Background: an optimization exercise with open tools, aiming at small area. Do not read the settings as production practice. Where RTL was checked, it was by simulation tests only, not by an equivalence proof against the original. No activity file was given, so power comes from the tool's default toggle rates.

==> flow/design.v <==
`timescale 1ns / 1ps
module apb_slave (
    input wire PCLK,         
    input wire PRESETn,      
    input wire PSEL,         
    input wire PENABLE,      
    input wire PWRITE,       
    input wire [31:0] PADDR,  
    input wire [31:0] PWDATA,  
    output reg [31:0] PRDATA,  
    output reg PREADY        
);
    reg [31:0] mem [0:15];   
    always @(posedge PCLK or negedge PRESETn) begin
        if (~PRESETn)
            PREADY <= 0;
        else
            PREADY <= 1;   
    end
    always @(posedge PCLK) begin
        if (PSEL && PENABLE) begin
            if (PWRITE) begin
                mem[PADDR[3:0]] <= PWDATA;  
            end else begin
                PRDATA <= mem[PADDR[3:0]];  
            end
        end
    end
endmodule
make LEC_CHECK=0 CAP_MARGIN=20 CORE_MARGIN=2 CORE_UTILIZATION=40 SLEW_MARGIN=20 finish   # period 5.0 ns
run.sh (not shown) runs the stock make flow with config.mk's settings and CLKGATE_MAP_FILE= SYNTH_SCRIPT=/design/flow/synth_recipe.tcl, a recipe that flattens the netlist after the stock synthesis.
Next try:
==> flow/design.v (replaced) <==
`timescale 1ns / 1ps
module apb_slave (
    input wire PCLK,
    input wire PRESETn,
    input wire PSEL,
    input wire PENABLE,
    input wire PWRITE,
    input wire [31:0] PADDR,
    input wire [31:0] PWDATA,
    output wire [31:0] PRDATA,
    output reg PREADY
);
    reg [31:0] mem [0:15];
    reg [3:0] raddr;
    always @(posedge PCLK or negedge PRESETn) begin
        if (~PRESETn)
            PREADY <= 0;
        else
            PREADY <= 1;
    end
    always @(posedge PCLK) begin
        raddr <= PADDR[3:0];
        if (PSEL && PENABLE && PWRITE)
            mem[PADDR[3:0]] <= PWDATA;
    end
    assign PRDATA = mem[raddr];
endmodule
Outcome: The new run completed without violations. Power drops by 10%. Routed wire length goes down by 3.1%. Via count goes down by 3.8%. Synthesized area came out lower by 4.6%. Maximum frequency fell by 28%. Utilization shrinks by 0.39 points. Final area shrinks by 5.6%. Setup slack degrades by 1.2 ns. Critical path depth came out higher by 1.
No run of this note included a check of the RTL's function; only the layout flow was run.

---

apb_slave, a different RTL version from the one above (not shown whole).
For scale: ~1,400 cells after synthesis, about 520 flip-flops, roughly 17,000 sq um of cells after synthesis.
==> module apb_nand2, before the edit <==
module apb_nand2 (
    input wire a, input wire s,
    output wire y
);
    assign y = ~(a & s);
endmodule
==> module apb_nand6, before the edit <==
module apb_nand6 (
    input wire [5:0] x,
    output wire y
);
    assign y = ~&x;
endmodule
==> module apb_slave, before the edit <==
module apb_slave (
    input wire PCLK,
    input wire PRESETn,
    input wire PSEL,
    input wire PENABLE,
    input wire PWRITE,
    input wire [31:0] PADDR,
    input wire [31:0] PWDATA,
    output wire [31:0] PRDATA,
    output reg PREADY
);
    reg [3:0] raddr;
    wire [15:0] we;
    wire [15:0] web;
    wire [15:0] sel;
    wire [31:0] q [0:15];
    always @(posedge PCLK or negedge PRESETn) begin
        if (~PRESETn)
            PREADY <= 0;
        else
            PREADY <= 1;
    end
    always @(posedge PCLK)
        raddr <= PADDR[3:0];
    wire wr = PSEL & PENABLE & PWRITE;
    genvar w, b;
    generate
        for (w = 0; w < 16; w = w + 1) begin : word
            assign we[w] = wr & (PADDR[3:0] == w);
            assign web[w] = ~we[w];
            assign sel[w] = (raddr == w);
            for (b = 0; b < 32; b = b + 1) begin : bits
                apb_bit u (.clk(PCLK), .we(we[w]), .web(web[w]), .d(PWDATA[b]), .q(q[w][b]));
            end
        end
        for (b = 0; b < 32; b = b + 1) begin : rd
            wire [5:0] x;
            apb_aoi3 g0 (.a0(q[0][b]),  .s0(sel[0]),  .a1(q[1][b]),  .s1(sel[1]),  .a2(q[2][b]),  .s2(sel[2]),  .y(x[0]));
            apb_aoi3 g1 (.a0(q[3][b]),  .s0(sel[3]),  .a1(q[4][b]),  .s1(sel[4]),  .a2(q[5][b]),  .s2(sel[5]),  .y(x[1]));
            apb_aoi3 g2 (.a0(q[6][b]),  .s0(sel[6]),  .a1(q[7][b]),  .s1(sel[7]),  .a2(q[8][b]),  .s2(sel[8]),  .y(x[2]));
            apb_aoi3 g3 (.a0(q[9][b]),  .s0(sel[9]),  .a1(q[10][b]), .s1(sel[10]), .a2(q[11][b]), .s2(sel[11]), .y(x[3]));
            apb_aoi3 g4 (.a0(q[12][b]), .s0(sel[12]), .a1(q[13][b]), .s1(sel[13]), .a2(q[14][b]), .s2(sel[14]), .y(x[4]));
            apb_nand2 g5 (.a(q[15][b]), .s(sel[15]), .y(x[5]));
            apb_nand6 g6 (.x(x), .y(PRDATA[b]));
        end
    endgenerate
endmodule
export LEC_CHECK = 0
export CAP_MARGIN = 20
export CORE_MARGIN = 2
export CORE_UTILIZATION = 65
export PLACE_DENSITY = 0.75
export SLEW_MARGIN = 20
export SYNTH_HIERARCHICAL = 1
export SYNTH_MINIMUM_KEEP_SIZE = 0
create_clock -name core_clock -period 5.0 [get_ports {PCLK}]
standard.sh (not shown) runs the stock make flow with config.mk's settings and CLKGATE_MAP_FILE= SYNTH_SCRIPT=/design/flow/synth_recipe.tcl, a recipe that flattens the netlist after the stock synthesis.
==> flow/flow/run.sh <==
#!/bin/bash
# Own layout flow: the standard synthesis and layout, with
#  - port buffers of the smallest buffer cell (every port still gets one),
#  - clock tree of clkbuf_8 leaf clusters without dummy balancing loads.
# Each step's full output goes to a log of its own in this folder.
set -euo pipefail
bash standard.sh synth > synth.log 2>&1
CTS="-sink_clustering_enable -repair_clock_nets -dont_use_dummy_load -buf_list sky130_fd_sc_hd__clkbuf_8 -sink_clustering_size 20 -sink_clustering_max_diameter 50"
bash standard.sh \
  "BUFFER_PORTS_ARGS=-buffer_cell sky130_fd_sc_hd__buf_1" \
  "CTS_ARGS=$CTS" \
  finish > layout.log 2>&1
The baseline produced a clean layout.
Then changed:
--- a/flow/design.v
+++ b/flow/design.v
@@ -18,16 +18,28 @@
     assign y = ~((a0 & s0) | (a1 & s1) | (a2 & s2));
 endmodule
 module apb_nand2 (
-    input wire a, input wire s,
+    input wire a, input wire b,
     output wire y
 );
-    assign y = ~(a & s);
+    assign y = ~(a & b);
 endmodule
-module apb_nand6 (
-    input wire [5:0] x,
+module apb_and3 (
+    input wire a, input wire b, input wire c,
     output wire y
 );
-    assign y = ~&x;
+    assign y = a & b & c;
+endmodule
+module apb_nand4 (
+    input wire a, input wire b, input wire c, input wire d,
+    output wire y
+);
+    assign y = ~(a & b & c & d);
+endmodule
+module apb_inv (
+    input wire a,
+    output wire y
+);
+    assign y = ~a;
 endmodule
 module apb_slave (
     input wire PCLK,
@@ -44,6 +56,7 @@
     wire [15:0] we;
     wire [15:0] web;
     wire [15:0] sel;
+    wire [15:0] seln;
     wire [31:0] q [0:15];
     always @(posedge PCLK or negedge PRESETn) begin
         if (~PRESETn)
@@ -54,25 +67,35 @@
     always @(posedge PCLK)
         raddr <= PADDR[3:0];
     wire wr = PSEL & PENABLE & PWRITE;
-    genvar w, b;
+    wire [3:0] wlo, whi, rlo, rhi;
+    genvar i, w, b;
     generate
+        for (i = 0; i < 4; i = i + 1) begin : pre
+            assign wlo[i] = wr & (PADDR[1:0] == i);
+            assign whi[i] = (PADDR[3:2] == i);
+            assign rlo[i] = (raddr[1:0] == i);
+            assign rhi[i] = (raddr[3:2] == i);
+        end
         for (w = 0; w < 16; w = w + 1) begin : word
-            assign we[w] = wr & (PADDR[3:0] == w);
-            assign web[w] = ~we[w];
-            assign sel[w] = (raddr == w);
+            apb_nand2 wn (.a(whi[w / 4]), .b(wlo[w % 4]), .y(web[w]));
+            apb_inv   wi (.a(web[w]), .y(we[w]));
+            apb_nand2 rn (.a(rhi[w / 4]), .b(rlo[w % 4]), .y(seln[w]));
+            apb_inv   ri (.a(seln[w]), .y(sel[w]));
             for (b = 0; b < 32; b = b + 1) begin : bits
                 apb_bit u (.clk(PCLK), .we(we[w]), .web(web[w]), .d(PWDATA[b]), .q(q[w][b]));
             end
         end
         for (b = 0; b < 32; b = b + 1) begin : rd
             wire [5:0] x;
+            wire x012;
             apb_aoi3 g0 (.a0(q[0][b]),  .s0(sel[0]),  .a1(q[1][b]),  .s1(sel[1]),  .a2(q[2][b]),  .s2(sel[2]),  .y(x[0]));
             apb_aoi3 g1 (.a0(q[3][b]),  .s0(sel[3]),  .a1(q[4][b]),  .s1(sel[4]),  .a2(q[5][b]),  .s2(sel[5]),  .y(x[1]));
             apb_aoi3 g2 (.a0(q[6][b]),  .s0(sel[6]),  .a1(q[7][b]),  .s1(sel[7]),  .a2(q[8][b]),  .s2(sel[8]),  .y(x[2]));
             apb_aoi3 g3 (.a0(q[9][b]),  .s0(sel[9]),  .a1(q[10][b]), .s1(sel[10]), .a2(q[11][b]), .s2(sel[11]), .y(x[3]));
             apb_aoi3 g4 (.a0(q[12][b]), .s0(sel[12]), .a1(q[13][b]), .s1(sel[13]), .a2(q[14][b]), .s2(sel[14]), .y(x[4]));
-            apb_nand2 g5 (.a(q[15][b]), .s(sel[15]), .y(x[5]));
-            apb_nand6 g6 (.x(x), .y(PRDATA[b]));
+            apb_nand2 g5 (.a(q[15][b]), .b(sel[15]), .y(x[5]));
+            apb_and3  g6 (.a(x[0]), .b(x[1]), .c(x[2]), .y(x012));
+            apb_nand4 g7 (.a(x012), .b(x[3]), .c(x[4]), .d(x[5]), .y(PRDATA[b]));
         end
     endgenerate
 endmodule
Power fell by 0.70%.
Utilization fell by 1.1 points.
Wire length fell by 2.3%.
Worst setup slack gets better by 0.068 ns.
Clock skew is unchanged.
Final area fell by 1.8%.
Hold slack gets better by 0.024 ns.
Cell count rose by 0.87%.
For the second run of this note, only the layout was checked, not whether the RTL still works.

---

## rev 12
Another version of the RTL of apb_slave (not shown whole).
Size in the first run: about 520 flip-flops.
==> module apb_nor2, before the edit <==
module apb_nor2 (
    input wire a, input wire b,
    output wire y
);
    assign y = ~(a | b);
endmodule
==> module apb_slave, before the edit <==
module apb_slave (
    input wire PCLK,
    input wire PRESETn,
    input wire PSEL,
    input wire PENABLE,
    input wire PWRITE,
    input wire [31:0] PADDR,
    input wire [31:0] PWDATA,
    output wire [31:0] PRDATA,
    output reg PREADY
);
    reg [3:0] raddr;
    wire [31:0] we;
    wire [31:0] web;
    wire [31:0] sel;
    wire [31:0] q [0:15];
    always @(posedge PCLK or negedge PRESETn) begin
        if (~PRESETn)
            PREADY <= 0;
        else
            PREADY <= 1;
    end
    always @(posedge PCLK)
        raddr <= PADDR[3:0];
    wire wr = PSEL & PENABLE & PWRITE;
    wire [3:0] wlo, whi, rlon, rhin;
    genvar i, w, b;
    generate
        for (i = 0; i < 4; i = i + 1) begin : pre
            assign wlo[i] = wr & (PADDR[1:0] == i);
            assign whi[i] = (PADDR[3:2] == i);
            assign rlon[i] = (raddr[1:0] != i);
            assign rhin[i] = (raddr[3:2] != i);
        end
        for (w = 0; w < 16; w = w + 1) begin : word
            for (i = 0; i < 2; i = i + 1) begin : half
                apb_nand2 wn (.a(whi[w / 4]), .b(wlo[w % 4]), .y(web[i*16 + w]));
                apb_inv   wi (.a(web[i*16 + w]), .y(we[i*16 + w]));
                apb_nor2  rn (.a(rhin[w / 4]), .b(rlon[w % 4]), .y(sel[i*16 + w]));
            end
            for (b = 0; b < 32; b = b + 1) begin : bits
                apb_bit u (.clk(PCLK), .we(we[(b / 16)*16 + w]), .web(web[(b / 16)*16 + w]), .d(PWDATA[b]), .q(q[w][b]));
            end
        end
        for (b = 0; b < 32; b = b + 1) begin : rd
            wire [5:0] x;
            wire x012;
            apb_aoi3 g0 (.a0(q[0][b]),  .s0(sel[(b / 16)*16 + 0]),  .a1(q[1][b]),  .s1(sel[(b / 16)*16 + 1]),  .a2(q[2][b]),  .s2(sel[(b / 16)*16 + 2]),  .y(x[0]));
            apb_aoi3 g1 (.a0(q[3][b]),  .s0(sel[(b / 16)*16 + 3]),  .a1(q[4][b]),  .s1(sel[(b / 16)*16 + 4]),  .a2(q[5][b]),  .s2(sel[(b / 16)*16 + 5]),  .y(x[1]));
            apb_aoi3 g2 (.a0(q[6][b]),  .s0(sel[(b / 16)*16 + 6]),  .a1(q[7][b]),  .s1(sel[(b / 16)*16 + 7]),  .a2(q[8][b]),  .s2(sel[(b / 16)*16 + 8]),  .y(x[2]));
            apb_aoi3 g3 (.a0(q[9][b]),  .s0(sel[(b / 16)*16 + 9]),  .a1(q[10][b]), .s1(sel[(b / 16)*16 + 10]), .a2(q[11][b]), .s2(sel[(b / 16)*16 + 11]), .y(x[3]));
            apb_aoi3 g4 (.a0(q[12][b]), .s0(sel[(b / 16)*16 + 12]), .a1(q[13][b]), .s1(sel[(b / 16)*16 + 13]), .a2(q[14][b]), .s2(sel[(b / 16)*16 + 14]), .y(x[4]));
            apb_nand2 g5 (.a(q[15][b]), .b(sel[(b / 16)*16 + 15]), .y(x[5]));
            apb_and3  g6 (.a(x[0]), .b(x[1]), .c(x[2]), .y(x012));
            apb_nand4 g7 (.a(x012), .b(x[3]), .c(x[4]), .d(x[5]), .y(PRDATA[b]));
        end
    endgenerate
endmodule
==> flow/config.mk <==
export PLATFORM = sky130hd
export DESIGN_NAME = apb_slave
export DESIGN_NICKNAME = apb_slave
export VERILOG_FILES = /design/flow/design.v
export SDC_FILE = /design/flow/constraint.sdc
export NUM_CORES = 4
export LEC_CHECK = 0
export CAP_MARGIN = 20
export CORE_MARGIN = 2
export CORE_UTILIZATION = 65
export GPL_TIMING_DRIVEN = 0
export PLACE_DENSITY = 0.75
export SLEW_MARGIN = 20
export SYNTH_HIERARCHICAL = 1
export SYNTH_MINIMUM_KEEP_SIZE = 0
==> flow/constraint.sdc <==
create_clock -name core_clock -period 5.0 [get_ports {PCLK}]
set_input_delay 1.0000 -clock core_clock [delete_from_list [all_inputs] [get_ports {PCLK}]]
set_output_delay 1.0000 -clock core_clock [all_outputs]
set_load 0.01 [all_outputs]
==> flow/flow/run.sh <==
#!/bin/bash
# Own layout flow: the standard synthesis and layout, with
#  - port buffers of the smallest buffer cell (every port still gets one),
#  - clock tree of clkbuf_8 leaf clusters without dummy balancing loads.
# Each step's full output goes to a log of its own in this folder.
set -euo pipefail
bash standard.sh synth > synth.log 2>&1
CTS="-sink_clustering_enable -repair_clock_nets -dont_use_dummy_load -buf_list sky130_fd_sc_hd__clkbuf_8 -sink_clustering_size 18 -sink_clustering_max_diameter 60"
bash standard.sh \
  "BUFFER_PORTS_ARGS=-buffer_cell sky130_fd_sc_hd__buf_1" \
  "CTS_ARGS=$CTS" \
  finish > layout.log 2>&1
--- input diff rev 12..rev 13 ---
-- flow/design.v --
<<< rev 12, line 36
    assign y = ~(a & b & c & d);
endmodule
module apb_nor2 (
    input wire a, input wire b,
    output wire y
);
    assign y = ~(a | b);
endmodule
module apb_inv (
    input wire a,
>>> rev 13, line 36
    assign y = ~(a & b & c & d);
endmodule
module apb_inv (
    input wire a,
<<< rev 12, line 63
    wire [31:0] web;
    wire [31:0] sel;
    wire [31:0] q [0:15];
    always @(posedge PCLK or negedge PRESETn) begin
>>> rev 13, line 57
    wire [31:0] web;
    wire [31:0] sel;
    wire [31:0] seln;
    wire [31:0] q [0:15];
    always @(posedge PCLK or negedge PRESETn) begin
<<< rev 12, line 73
        raddr <= PADDR[3:0];
    wire wr = PSEL & PENABLE & PWRITE;
    wire [3:0] wlo, whi, rlon, rhin;
    genvar i, w, b;
    generate
>>> rev 13, line 68
        raddr <= PADDR[3:0];
    wire wr = PSEL & PENABLE & PWRITE;
    wire [3:0] wlo, whi, rlo, rhi;
    genvar i, w, b;
    generate
<<< rev 12, line 79
            assign wlo[i] = wr & (PADDR[1:0] == i);
            assign whi[i] = (PADDR[3:2] == i);
            assign rlon[i] = (raddr[1:0] != i);
            assign rhin[i] = (raddr[3:2] != i);
        end
        for (w = 0; w < 16; w = w + 1) begin : word
>>> rev 13, line 74
            assign wlo[i] = wr & (PADDR[1:0] == i);
            assign whi[i] = (PADDR[3:2] == i);
            assign rlo[i] = (raddr[1:0] == i);
            assign rhi[i] = (raddr[3:2] == i);
        end
        for (w = 0; w < 16; w = w + 1) begin : word
<<< rev 12, line 86
                apb_nand2 wn (.a(whi[w / 4]), .b(wlo[w % 4]), .y(web[i*16 + w]));
                apb_inv   wi (.a(web[i*16 + w]), .y(we[i*16 + w]));
                apb_nor2  rn (.a(rhin[w / 4]), .b(rlon[w % 4]), .y(sel[i*16 + w]));
            end
            for (b = 0; b < 32; b = b + 1) begin : bits
>>> rev 13, line 81
                apb_nand2 wn (.a(whi[w / 4]), .b(wlo[w % 4]), .y(web[i*16 + w]));
                apb_inv   wi (.a(web[i*16 + w]), .y(we[i*16 + w]));
                apb_nand2 rn (.a(rhi[w / 4]), .b(rlo[w % 4]), .y(seln[i*16 + w]));
                apb_inv   ri (.a(seln[i*16 + w]), .y(sel[i*16 + w]));
            end
            for (b = 0; b < 32; b = b + 1) begin : bits
## What came out
- Rev 13: flow completed, timing, DRC and antenna clean
- Compared with rev 12, rev 13 shows maximum frequency higher by about 8%.
- Lower worst setup timing slack at the placement stage was reported by rev 13, not rev 12.
- Measured against rev 13, the detail-routed net length per standard cell of rev 12 comes out at 1.07 times the reference value.
- Looking at met1 usage in global routing across rev 12 and rev 13, the one that comes out higher is rev 13.
- Any difference in sequential share of layout area between rev 13 and rev 12 is small enough to ignore.
- In rev 13 the initial cell density of the core turned out 0.84 points lower than in rev 12.
- Summary: die area, rev 13 worse than rev 12

[port drivers added, routing unchanged]
The results above use ideal ports. As a check the final layouts listed here were re-extracted and re-timed, cells and wires unchanged.
Step 1 assumes that a clkbuf_16 drives the clock port and a buf_2 every other input.
Step 2 times the ports against the registers' clock, not the clock port: input delays grow and output delays shrink by t, the midpoint of the rising clock arrivals with the driver on.
Slacks: ideal / step 1 / step 2; pairs: ideal / step 1.
| run | t (ns) | setup WS [ns] | latest minus earliest clock arrival (ns) | slew at the worst register clock pin (ns) | worst data-port slew with drivers (ns) |
|---|---|---|---|---|---|
| the first run of note 1 | 0.665 | 1.932 / 1.963 / 1.299 | 0.024 / 0.025 | 0.07 / 0.07 | 0.09 |
| the second run of note 1 | 0.625 | 0.758 / 0.706 / 1.331 | 0.018 / 0.017 | 0.06 / 0.06 | 0.09 |
| the first run of note 2 | 0.610 | 0.755 / 0.705 / 1.315 | 0.078 / 0.078 | 0.12 / 0.12 | 0.08 |
| the second run of note 2 | 0.615 | 0.823 / 0.776 / 1.391 | 0.057 / 0.057 | 0.12 / 0.12 | 0.08 |
| rev 12 | 0.601 | 0.676 / 0.630 / 0.994 | 0.039 / 0.039 | 0.11 / 0.11 | 0.10 |
| rev 13 | 0.598 | 0.987 / 0.938 / 0.992 | 0.040 / 0.040 | 0.11 / 0.11 | 0.06 |
After both steps every run listed still meets setup and hold. The setup slack of the first run of note 1, which loses most, moves by +0.031 ns with the drivers and by -0.633 ns with both steps.
